Source: an optimization exercise on an open RTL-to-GDS flow (aim: small area). Production flows keep margins and buffers that such runs may drop. Function was checked by simulation only, so behaviour that the tests miss may differ from the original. Power figures rest on the tool's default switching activity, not on a simulated workload. The flow treats the clock pin as an ideal source, which a real chip does not have.

## run 1
Design uart_vector_processor, start of the top module:
module uart_vector_processor #(
    parameter int BIT_RATE = 115200,
    parameter int CLK_FREQ = 1_843_200,
    parameter int MAX_VECT_SIZE = 8,
    parameter int MAX_MAT_ROWS = 4,
    parameter int MAX_MAT_COLS = 4
)(
    input wire clk,
    input wire resetn,
    input wire uart_rx,
    output wire uart_tx,
    output wire led_busy,
    output wire led_rx_active,
    output wire led_tx_active,
    output wire led_error
);
Size in the first run: ~890 cells after synthesis.
clock: 100.0 ns
lec_check: 0
cap_margin: 20
core_margin: 2
core_utilization: 40
cts_cluster_diameter: 100
cts_cluster_size: 35
slew_margin: 20
standard.sh (not shown) runs the stock make flow with config.mk's settings and CLKGATE_MAP_FILE= SYNTH_SCRIPT=/design/flow/synth_recipe.tcl, a recipe that flattens the netlist after the stock synthesis.
==> flow/flow/run.sh <==
#!/bin/bash
# Own layout flow: the standard ORFS flow (standard.sh), with
#  - synthesis unchanged except that ABC maps the logic with an area-oriented
#    script (flow/abc_area.script) instead of ORFS's speed script; registers
#    are mapped before ABC runs, so they are the standard synthesis's;
#  - smaller port buffers and no CTS dummy loads.
# Each tool's output goes to a log file in the work folder (and ORFS's own
# logs under orfs/logs).
set -euo pipefail
W=$(pwd)

# ORFS scripts, with ABC's script replaced
rm -rf "$W/scripts_area"
cp -r "$FLOW_HOME/scripts" "$W/scripts_area"
cp "$W/flow/abc_area.script" "$W/scripts_area/abc_speed.script"

bash standard.sh SCRIPTS_DIR="$W/scripts_area" synth > "$W/synth.log" 2>&1

export BUFFER_PORTS_ARGS="-buffer_cell sky130_fd_sc_hd__buf_1"
export CTS_ARGS="-sink_clustering_enable -repair_clock_nets -sink_clustering_max_diameter 100 -dont_use_dummy_load -sink_clustering_size 33 -buf_list sky130_fd_sc_hd__buf_12 -sink_clustering_levels 1"
bash standard.sh > "$W/layout.log" 2>&1
==> flow/flow/abc_area.script <==
strash
ifraig
dc2
dch -f
map -a
topo
Looking at the reports, run 1 completed the entire flow and the layout it produced met the timing, DRC and antenna checks.
### run 1 -> run 2
Settings: putting ABC_AREA at 1 where nothing was set.
==> flow/run.sh (new file) <==
#!/bin/bash
# synth_recipe.tcl (not shown) runs the flow's synth.tcl, then flattens the netlist and writes it again
# the make line also repeats each setting of config.mk as NAME=value (left out here)
make -C /OpenROAD-flow-scripts/flow DESIGN_CONFIG=/design/flow/config.mk WORK_HOME=/design/flow/orfs CLKGATE_MAP_FILE= SYNTH_SCRIPT=/design/flow/synth_recipe.tcl finish
removed: flow/flow/run.sh
removed: flow/flow/abc_area.script
removed: flow/standard.sh
Findings:
Looking at capturing element of the worst setup path, the rE[9][15] result is from run 1; the led_tx_active one comes from run 2.
From run 1 to run 2 the numbers moved as follows: design area up 6.2%, iteration-0 DRC count of the detailed router has increased, critical path data arrival time dropped 20660 ps, wire length went up by 1600 um, worst-case setup margin in the final layout moved up.
Looking at critical path startpoint, the st[1] result is from run 2; the uart_rx one comes from run 1.
Run 2 falls short of run 1 in reported clock group power.
Run 2 vs run 1, cell at the slowest stage of the critical path: clkdlybuf4s50_1 vs a32oi_1
Input-level comparison between run 3 and run 2:
Settings: ABC_AREA no longer set, was 1.
==> flow/flow/run.sh (new file) <==
#!/bin/bash
# Own layout flow: the standard ORFS flow (standard.sh), with
#  - synthesis unchanged except that ABC maps the logic with an area-oriented
#    script (flow/abc_area.script) instead of ORFS's speed script; registers
#    are mapped before ABC runs, so they are the standard synthesis's;
#  - smaller port buffers and no CTS dummy loads.
# Each tool's output goes to a log file in the work folder (and ORFS's own
# logs under orfs/logs).
set -euo pipefail
W=$(pwd)

# ORFS scripts, with ABC's script replaced
rm -rf "$W/scripts_area"
cp -r "$FLOW_HOME/scripts" "$W/scripts_area"
cp "$W/flow/abc_area.script" "$W/scripts_area/abc_speed.script"

bash standard.sh SCRIPTS_DIR="$W/scripts_area" synth > "$W/synth.log" 2>&1

export BUFFER_PORTS_ARGS="-buffer_cell sky130_fd_sc_hd__buf_1"
export CTS_ARGS="-sink_clustering_enable -repair_clock_nets -sink_clustering_max_diameter 100 -dont_use_dummy_load -sink_clustering_size 35"
bash standard.sh > "$W/layout.log" 2>&1
==> flow/flow/abc_area.script (new file) <==
strash
ifraig
dc2
dch -f
map -a
topo
==> flow/standard.sh (new file) <==
#!/bin/bash
# synth_recipe.tcl (not shown) runs the flow's synth.tcl, then flattens the netlist and writes it again
# the make line also repeats each setting of config.mk as NAME=value (left out here)
make -C /OpenROAD-flow-scripts/flow DESIGN_CONFIG=/design/flow/config.mk WORK_HOME=/design/flow/orfs CLKGATE_MAP_FILE= SYNTH_SCRIPT=/design/flow/synth_recipe.tcl "${@:-finish}"
removed: flow/run.sh
Results
In the tables for run 2 and run 3, maximum frequency reads lower with run 3.
Total half-perimeter wirelength after legalization and detailed placement: run 3 < run 2
Re clock network power share: run 2 and run 3 aren't equal, and the lower value belongs to run 3.
The worst setup path category comes out flop to output pin in one run and primary input to flop in the other, namely in run 2 and run 3 respectively.
Inputs modified between run 3 and run 4:
-- flow/flow/run.sh --
<<< run 3, line 19
export BUFFER_PORTS_ARGS="-buffer_cell sky130_fd_sc_hd__buf_1"
export CTS_ARGS="-sink_clustering_enable -repair_clock_nets -sink_clustering_max_diameter 100 -dont_use_dummy_load -sink_clustering_size 35"
bash standard.sh > "$W/layout.log" 2>&1
>>> run 4, line 19
export BUFFER_PORTS_ARGS="-buffer_cell sky130_fd_sc_hd__buf_1"
export CTS_ARGS="-sink_clustering_enable -repair_clock_nets -sink_clustering_max_diameter 100 -dont_use_dummy_load -sink_clustering_size 33 -buf_list sky130_fd_sc_hd__buf_12 -no_insertion_delay"
bash standard.sh > "$W/layout.log" 2>&1
Findings:
Overall power of the completed layout: run 4 vs run 3 down 1.9 uW
Measured against each other, run 4 and run 3 differ in latest clock arrival within the worst-skew pair, the lower figure coming from run 4.
Summary — fraction of area in registers, run 4 relative to run 3: higher, by 0.43 points.
The lower area growth from synthesis to final layout came out of run 4.
Number of antenna violations at the first check in global routing: run 3 vs run 4 identical
Wire length on met3 down about 33% in run 4 wrt run 3

==> re-timing with driven ports <==
The flow's constraints put no driver on any port. The routed layouts listed below were extracted and timed again, unchanged, in two steps. Step 1 sets driving cells, clkbuf_16 on the clock port and buf_2 on the other inputs (assumed; they add their load-dependent delay and slew). Step 2 also shifts input and output timing later by t, the mid clock arrival at the registers, as if the neighbouring blocks saw the same clock. a / b / c = no drivers / after step 1 / after step 2; a / b = the first two.
| run | t (ns) | setup WS [ns] | latest minus earliest clock arrival (ns) | cell pins on the clock port's net |
|---|---|---|---|---|
| run 1 | 0.507 | 77.365 / 77.385 / 76.878 | 0.048 / 0.048 | 1 |
| run 2 | 0.570 | 77.714 / 77.669 / 77.743 | 0.020 / 0.020 | 1 |
| run 3 | 0.567 | 77.430 / 77.448 / 76.882 | 0.031 / 0.031 | 1 |
| run 4 | 0.507 | 77.365 / 77.385 / 76.878 | 0.048 / 0.048 | 1 |
After both steps setup and hold are still met in every run listed. The setup slack of run 3, which loses most, moves by +0.018 ns with the drivers and by -0.548 ns with both steps.
